From an optimization exercise on the open Yosys and OpenROAD flow, aimed at small area, a short achievable clock period and few clock cycles per item; shortcuts taken in it are not production practice. RTL that was checked went through simulation tests only; none was proved equivalent to the original. No activity file was given, so power comes from the tool's default toggle rates.

== alpha ==
==> module div_step, before the edit <==
module div_step #(
    parameter R = 8,
    parameter L = 8,
    parameter M1 = 0
) (
    input  [R+L-1:0] rq,       
    input  [R-1:0]   dv,       
    output [R+L-1:0] rq_next
);
    wire [R:0]   t    = rq[R+L-1:L-1];        
    wire [R+1:0] diff = {1'b0, t} + {2'b11, ~dv} + (M1 ? 1'b0 : 1'b1);    
    wire         ge   = ~diff[R+1];
    wire [R-1:0] rem  = ge ? diff[R-1:0] : t[R-1:0];
    assign rq_next = {rem, rq[L-2:0], ge};
endmodule
==> module rgb2hsv_clk, before the edit <==
module rgb2hsv_clk (
    input pclk,
    input rst,  
    input enable,  
    input[23:0] RGB24,
    output[24:0] HSV25,
    output reg hsv_done
);
localparam LAST = 4'd10;
reg [23:0] rgb_q;
reg [3:0]  cnt;
reg [7:0]  vmax;      
reg [7:0]  dm1;       
reg [15:0] srq;       
reg [13:0] hrq;       
reg [1:0]  sel;       
reg        neg;       
always @(posedge pclk) begin
    rgb_q <= RGB24;
    if (rst) begin
        cnt <= 4'd0;
        hsv_done <= 1'b0;
    end else begin
        if (enable)
            cnt <= 4'd1;
        else if (cnt == LAST)
            cnt <= 4'd0;
        else if (cnt != 4'd0)
            cnt <= cnt + 4'd1;
        hsv_done <= cnt == LAST;
    end
end
wire [7:0] r = rgb_q[23:16];
wire [7:0] g = rgb_q[15:8];
wire [7:0] b = rgb_q[7:0];
wire r_ge_g = r >= g;
wire r_ge_b = r >= b;
wire g_ge_b = g >= b;
wire rmax = r_ge_g & r_ge_b;
wire gmax = ~rmax & g_ge_b;
wire [7:0] mx  = rmax ? r : (gmax ? g : b);
wire [7:0] mid = rmax ? (g_ge_b ? g : b) : gmax ? (r_ge_b ? r : b) : (r_ge_g ? r : g);
wire [7:0] mn  = rmax ? (g_ge_b ? b : g) : gmax ? (r_ge_b ? b : r) : (r_ge_g ? g : r);
wire [1:0] f_sel = rmax ? 2'd0 : (gmax ? 2'd1 : 2'd2);
wire f_neg = rmax ? ~g_ge_b : gmax ? r_ge_b & (r != b) : ~r_ge_g;
wire [7:0] f_dm1 = vmax + ~srq[15:8];
wire [7:0] f_x   = srq[7:0] - srq[15:8];
wire [15:0] s_next;
div_step #(.R(8), .L(8)) u_s (.rq(srq), .dv(vmax), .rq_next(s_next));
wire [13:0] h_next;
div_step #(.R(8), .L(6), .M1(1)) u_h (.rq(hrq), .dv(dm1), .rq_next(h_next));
wire [13:0] h60 = {hrq[7:0], 6'd0} - {4'd0, hrq[7:0], 2'd0};
wire [5:0]  hq = hrq[5:0];
wire [8:0]  base = sel == 2'd0 ? (neg ? 9'd360 : 9'd0) :
                   sel == 2'd1 ? 9'd120 : 9'd240;
wire [8:0]  hue = neg ? base - {3'd0, hq} : base + {3'd0, hq};
always @(posedge pclk) begin
    if (cnt == 4'd1) begin
        vmax <= mx;
        sel  <= f_sel;
        neg  <= f_neg;
        srq  <= {mn, mid};
    end else if (cnt == 4'd2) begin
        dm1  <= f_dm1;
        srq  <= {f_dm1, ~f_dm1};
    end else begin
        srq <= s_next;
    end
    if (cnt == 4'd2)
        hrq <= {6'd0, f_x};
    else if (cnt == 4'd3)
        hrq <= h60;
    else if (cnt == LAST)
        hrq <= {5'd0, hue};
    else
        hrq <= h_next;
end
wire nz = ~&dm1;
assign HSV25 = {hrq[8:0], srq[7:0] & {8{nz}}, vmax};
endmodule
clock: 8.0 ns
lec_check: 0
cap_margin: 20
core_margin: 2
core_utilization: 40
setup_slack_margin: 4.5
slew_margin: 20
run.sh (not shown) runs the stock make flow with config.mk's settings and CLKGATE_MAP_FILE= SYNTH_SCRIPT=/design/flow/synth_recipe.tcl, a recipe that flattens the netlist after the stock synthesis.
Relative to alpha, the following input files were edited for beta:
diff --git a/flow/design.v b/flow/design.v
--- a/flow/design.v
+++ b/flow/design.v
@@ -3,17 +3,18 @@
     parameter L = 8,
     parameter M1 = 0
 ) (
     input  [R+L-1:0] rq,       
     input  [R-1:0]   dv,       
+    input            qinv,
     output [R+L-1:0] rq_next
 );
     wire [R:0]   t    = rq[R+L-1:L-1];        
     wire [R+1:0] diff = {1'b0, t} + {2'b11, ~dv} + (M1 ? 1'b0 : 1'b1);    
     wire         ge   = ~diff[R+1];
     wire [R-1:0] rem  = ge ? diff[R-1:0] : t[R-1:0];
-    assign rq_next = {rem, rq[L-2:0], ge};
+    assign rq_next = {rem, rq[L-2:0], ge ^ qinv};
 endmodule
 module rgb2hsv_clk (
     input pclk,
     input rst,  
     input enable,  
@@ -28,10 +29,11 @@
 reg [7:0]  dm1;       
 reg [15:0] srq;       
 reg [13:0] hrq;       
 reg [1:0]  sel;       
 reg        neg;       
+reg        nz;        
 always @(posedge pclk) begin
     rgb_q <= RGB24;
     if (rst) begin
         cnt <= 4'd0;
         hsv_done <= 1'b0;
@@ -59,26 +61,28 @@
 wire [1:0] f_sel = rmax ? 2'd0 : (gmax ? 2'd1 : 2'd2);
 wire f_neg = rmax ? ~g_ge_b : gmax ? r_ge_b & (r != b) : ~r_ge_g;
 wire [7:0] f_dm1 = vmax + ~srq[15:8];
 wire [7:0] f_x   = srq[7:0] - srq[15:8];
 wire [15:0] s_next;
-div_step #(.R(8), .L(8)) u_s (.rq(srq), .dv(vmax), .rq_next(s_next));
+div_step #(.R(8), .L(8)) u_s (.rq(srq), .dv(vmax), .qinv(1'b0), .rq_next(s_next));
 wire [13:0] h_next;
-div_step #(.R(8), .L(6), .M1(1)) u_h (.rq(hrq), .dv(dm1), .rq_next(h_next));
+div_step #(.R(8), .L(6), .M1(1)) u_h (.rq(hrq), .dv(dm1), .qinv(neg), .rq_next(h_next));
 wire [13:0] h60 = {hrq[7:0], 6'd0} - {4'd0, hrq[7:0], 2'd0};
 wire [5:0]  hq = hrq[5:0];
-wire [8:0]  base = sel == 2'd0 ? (neg ? 9'd360 : 9'd0) :
-                   sel == 2'd1 ? 9'd120 : 9'd240;
-wire [8:0]  hue = neg ? base - {3'd0, hq} : base + {3'd0, hq};
+wire [8:0]  base = sel == 2'd0 ? (neg ? 9'd297 : 9'd0) :
+                   sel == 2'd1 ? (neg ? 9'd57 : 9'd120) :
+                                 (neg ? 9'd177 : 9'd240);
+wire [8:0]  hue = base + {3'd0, hq};
 always @(posedge pclk) begin
     if (cnt == 4'd1) begin
         vmax <= mx;
         sel  <= f_sel;
         neg  <= f_neg;
         srq  <= {mn, mid};
     end else if (cnt == 4'd2) begin
         dm1  <= f_dm1;
+        nz   <= ~&f_dm1;
         srq  <= {f_dm1, ~f_dm1};
     end else begin
         srq <= s_next;
     end
     if (cnt == 4'd2)
@@ -88,8 +92,7 @@
     else if (cnt == LAST)
         hrq <= {5'd0, hue};
     else
         hrq <= h_next;
 end
-wire nz = ~&dm1;
 assign HSV25 = {hrq[8:0], srq[7:0] & {8{nz}}, vmax};
 endmodule
- Diff beta..alpha | iteration count of the initial detailed-routing pass | unchanged
- Between beta and alpha, cell area after synthesis is lower for beta, alpha comes in above that.
- On area enclosed by the die boundary, the higher figure sits with alpha, not beta.
- | setup slack | higher: beta |
- Cmp beta and alpha / aggregate global-route resource usage / higher: beta
- Total power of beta is lower than that of alpha.
- Area occupied by registers (beta vs. alpha) increases slightly
- Diff beta and alpha: worst-margin pin slew lower in beta
- In beta, the first-pass GRT wire length came out 3.0% above the value in alpha.
- From alpha to beta the numbers moved as follows: via count of the first global-routing pass climbed 141, fraction of met3 tracks used by global routing up 0.40 points, sum of routed wire length over all layers did not really move, global-route met1 utilization barely changed.
- Between beta and alpha, it is beta whose pin count of the biggest net entering global routing is lower, by 22%.
No functional check of the RTL was part of any run of this note.

== the baseline ==
Another version of the RTL of rgb2hsv_clk (not shown whole).
Size: about 640 cells after synthesis, ~83 flip-flops, about 53 I/O pins, about 5100 sq um of cells after synthesis.
==> module rgb2hsv_clk, before the edit <==
module rgb2hsv_clk (
    input pclk,
    input rst,  
    input enable,  
    input[23:0] RGB24,
    output[24:0] HSV25,
    output reg hsv_done
);
localparam LAST = 4'd10;
reg [23:0] rgb_q;
reg [3:0]  cnt;       
reg        c1, c2, c3, c10;    
reg [7:0]  vmax;      
reg [7:0]  dm1;       
reg [15:0] srq;       
reg [13:0] hrq;       
reg [1:0]  sel;       
reg        neg;       
reg        nz;        
always @(posedge pclk) begin
    rgb_q <= RGB24;
    c1  <= enable;
    c2  <= c1;
    c3  <= c2;
    c10 <= cnt == LAST - 4'd1;
    if (rst) begin
        cnt <= 4'd0;
        hsv_done <= 1'b0;
    end else begin
        if (enable)
            cnt <= 4'd1;
        else if (cnt == LAST)
            cnt <= 4'd0;
        else if (cnt != 4'd0)
            cnt <= cnt + 4'd1;
        hsv_done <= cnt == LAST;
    end
end
wire [7:0] r = rgb_q[23:16];
wire [7:0] g = rgb_q[15:8];
wire [7:0] b = rgb_q[7:0];
wire r_ge_g = r >= g;
wire r_ge_b = r >= b;
wire g_ge_b = g >= b;
wire rmax = r_ge_g & r_ge_b;
wire gmax = ~rmax & g_ge_b;
wire [7:0] mx  = rmax ? r : (gmax ? g : b);
wire [7:0] mid = rmax ? (g_ge_b ? g : b) : gmax ? (r_ge_b ? r : b) : (r_ge_g ? r : g);
wire [7:0] mn  = rmax ? (g_ge_b ? b : g) : gmax ? (r_ge_b ? b : r) : (r_ge_g ? g : r);
wire [1:0] f_sel = rmax ? 2'd0 : (gmax ? 2'd1 : 2'd2);
wire f_neg = rmax ? ~g_ge_b : gmax ? r_ge_b & (r != b) : ~r_ge_g;
wire [7:0] f_dm1 = vmax + ~srq[15:8];
wire [7:0] f_x   = srq[7:0] - srq[15:8];
wire [15:0] s_next;
div_step #(.R(8), .L(8)) u_s (.rq(srq), .dv(vmax), .qen(nz), .qinv(1'b0), .rq_next(s_next));
wire [13:0] h_next;
div_step #(.R(8), .L(6), .M1(1)) u_h (.rq(hrq), .dv(dm1), .qen(1'b1), .qinv(neg), .rq_next(h_next));
wire [13:0] h60 = {hrq[7:0], 6'd0} - {4'd0, hrq[7:0], 2'd0};
wire [5:0]  hq = hrq[5:0];
wire [8:0]  base = sel == 2'd0 ? (neg ? 9'd297 : 9'd0) :
                   sel == 2'd1 ? (neg ? 9'd57 : 9'd120) :
                                 (neg ? 9'd177 : 9'd240);
wire [8:0]  hue = base + {3'd0, hq};
always @(posedge pclk) begin
    if (c1) begin
        vmax <= mx;
        sel  <= f_sel;
        neg  <= f_neg;
        srq  <= {mn, mid};
    end else if (c2) begin
        dm1  <= f_dm1;
        nz   <= ~&f_dm1;
        srq  <= {f_dm1, ~f_dm1};
    end else begin
        srq <= s_next;
    end
    if (c2)
        hrq <= {6'd0, f_x};
    else if (c3)
        hrq <= h60;
    else if (c10)
        hrq <= {5'd0, hue};
    else
        hrq <= h_next;
end
assign HSV25 = {hrq[8:0], srq[7:0], vmax};
endmodule
clock: 8.0 ns
lec_check: 0
cap_margin: 20
core_margin: 2
core_utilization: 40
slew_margin: 20
standard.sh (not shown) runs the stock make flow with config.mk's settings and CLKGATE_MAP_FILE= SYNTH_SCRIPT=/design/flow/synth_recipe.tcl, a recipe that flattens the netlist after the stock synthesis.
==> flow/flow/run.sh <==
#!/bin/bash
# Layout flow: the standard ORFS flow, with the ORFS variables listed in
# flow/make_args.txt (one VAR=value per line) added to its make command line,
# e.g. a tighter SETUP_SLACK_MARGIN for the timing repair.  If flow/abc.script
# exists, synthesis uses it as ABC's mapping script; everything else, and
# every later step, is the standard flow.  Each step's full output goes to a
# log file in this folder; ORFS's own logs stay under orfs/logs.
set -euo pipefail
ARGS=()
while IFS= read -r line; do
  [[ -z "$line" || "$line" == \#* ]] && continue
  ARGS+=("$line")
done < flow/make_args.txt
if [[ -f flow/abc.script ]]; then
  mkdir -p scripts_abc
  for f in "$FLOW_HOME"/scripts/*; do ln -sf "$f" scripts_abc/; done
  rm -f scripts_abc/abc_speed.script
  cp flow/abc.script scripts_abc/abc_speed.script
  bash standard.sh SCRIPTS_DIR="$PWD/scripts_abc" "${ARGS[@]}" synth > synth.log 2>&1
fi
bash standard.sh "${ARGS[@]}" finish > finish.log 2>&1
==> flow/flow/abc.script <==
&get -n
&st
&syn2
&dch -f
&nf -R 1000
&put
==> flow/flow/make_args.txt <==
SETUP_SLACK_MARGIN=5.0
ADDER_MAP_FILE=
BUFFER_PORTS_ARGS=-buffer_cell sky130_fd_sc_hd__buf_1
CTS_BUF_LIST=sky130_fd_sc_hd__clkbuf_4 sky130_fd_sc_hd__clkbuf_8
Testbench counts of the baseline, summed over its fixed seeds: cycles 28,792, items 2,400.
Here is what was changed in the inputs of the candidate compared with the baseline.
==> flow/design.v, changed modules only <==
module rgb2hsv_clk (
    input pclk,
    input rst,  
    input enable,  
    input[23:0] RGB24,
    output[24:0] HSV25,
    output reg hsv_done
);
localparam LAST = 4'd9;
reg [3:0]  cnt;       
reg        c1;        
reg        r_ge_g, r_ge_b, g_ge_b;    
reg [7:0]  vmax;      
reg [7:0]  dm1;       
reg [15:0] srq;       
reg [13:0] hrq;       
reg [1:0]  sel;       
reg        neg;       
always @(posedge pclk) begin
    c1 <= enable;
    r_ge_g <= RGB24[23:16] >= RGB24[15:8];
    r_ge_b <= RGB24[23:16] >= RGB24[7:0];
    g_ge_b <= RGB24[15:8] >= RGB24[7:0];
    if (rst) begin
        cnt <= 4'd0;
        hsv_done <= 1'b0;
    end else begin
        if (enable)
            cnt <= 4'd1;
        else if (cnt == LAST)
            cnt <= 4'd0;
        else if (cnt != 4'd0)
            cnt <= cnt + 4'd1;
        hsv_done <= cnt == LAST;
    end
end
wire [7:0] r = srq[15:8];
wire [7:0] g = srq[7:0];
wire [7:0] b = hrq[7:0];
wire rmax = r_ge_g & r_ge_b;
wire gmax = ~rmax & g_ge_b;
wire [7:0] mx  = rmax ? r : (gmax ? g : b);
wire [7:0] mid = rmax ? (g_ge_b ? g : b) : gmax ? (r_ge_b ? r : b) : (r_ge_g ? r : g);
wire [7:0] mn  = rmax ? (g_ge_b ? b : g) : gmax ? (r_ge_b ? b : r) : (r_ge_g ? g : r);
wire [1:0] f_sel = rmax ? 2'd0 : (gmax ? 2'd1 : 2'd2);
wire f_neg = rmax ? ~g_ge_b : gmax ? r_ge_b & (r != b) : ~r_ge_g;
wire [7:0] f_dm1 = mx + ~mn;
wire [7:0] f_x   = mid - mn;
wire nz = ~&dm1;
wire [15:0] s_next;
div_step #(.R(8), .L(8)) u_s (.rq(srq), .dv(vmax), .qen(nz), .qinv(1'b0), .rq_next(s_next));
wire [13:0] h_next;
div_step #(.R(8), .L(6), .M1(1)) u_h (.rq(hrq), .dv(dm1), .qen(1'b1), .qinv(neg), .rq_next(h_next));
wire [13:0] h60 = {hrq[7:0], 6'd0} - {4'd0, hrq[7:0], 2'd0};
wire [5:0]  hq = hrq[5:0];
wire [8:0]  base = sel == 2'd0 ? (neg ? 9'd297 : 9'd0) :
                   sel == 2'd1 ? (neg ? 9'd57 : 9'd120) :
                                 (neg ? 9'd177 : 9'd240);
wire [8:0]  hue = base + {3'd0, hq};
always @(posedge pclk) begin
    if (enable) begin
        srq  <= RGB24[23:8];
    end else if (c1) begin
        vmax <= mx;
        sel  <= f_sel;
        neg  <= f_neg;
        dm1  <= f_dm1;
        srq  <= {f_dm1, ~f_dm1};
    end else begin
        srq <= s_next;
    end
    if (enable)
        hrq <= {6'd0, RGB24[7:0]};
    else if (c1)
        hrq <= {6'd0, f_x};
    else if (cnt == 4'd2)
        hrq <= h60;
    else if (cnt == LAST)
        hrq <= {5'd0, hue};
    else
        hrq <= h_next;
end
assign HSV25 = {hrq[8:0], srq[7:0], vmax};
endmodule
Min peak ir drop on the vdd network across the candidate and the baseline: the baseline
NOTE cell count the baseline->the candidate increased by a little under 10%
Delta (the candidate minus the baseline): proportion of power drawn by combinational gates up 9.1 points; setup slack down 0.12 ns; met2 global-route usage up 8.3 points; die area down 240 sq um.
Per the comparison of the candidate with the baseline, worst-case hold slack rose 0.064 ns, highest clock rate went down, instance area at placement level, total power went up, detailed-routed wire length on met3 now sits higher.
Looking at count of vias placed by the detailed router across the candidate and the baseline, the one that comes out higher is the candidate.
Of the candidate and the baseline, it is the candidate that has the higher count of mapped cells out of synthesis.
Only the layout flow was run in the candidate; the RTL was not checked for function there.

==> re-timing with driven ports <==
How much do the figures lean on ideal ports? The routed layouts below were timed once more, with nothing changed but the port constraints.
Step 1 sets driving cells, clkbuf_16 on the clock port and buf_2 on the other inputs (assumed; they add their load-dependent delay and slew).
Step 2 adds t to the input delays and takes it off the output delays; t is the mean of the earliest and latest rising clock arrival at the registers after step 1. Input paths then give back, and output paths get back, about the clock's delay inside the block.
Three values: ideal ports, drivers, drivers and shift; two values: the first two.
run	t (ns)	slack for setup (ns)	hold WS [ns]
alpha	0.377	4.700 / 4.657 / 4.806	0.504 / 0.504 / 0.504
beta	0.391	4.786 / 4.746 / 5.083	0.533 / 0.533 / 0.533
the baseline	0.397	5.129 / 5.129 / 5.129	0.507 / 0.507 / 0.507
the candidate	0.405	5.011 / 5.011 / 4.666	0.570 / 0.570 / 0.570
After both steps every run listed still meets setup and hold. The setup slack of the candidate, which loses most, moves by 0.000 ns with the drivers and by -0.345 ns with both steps.
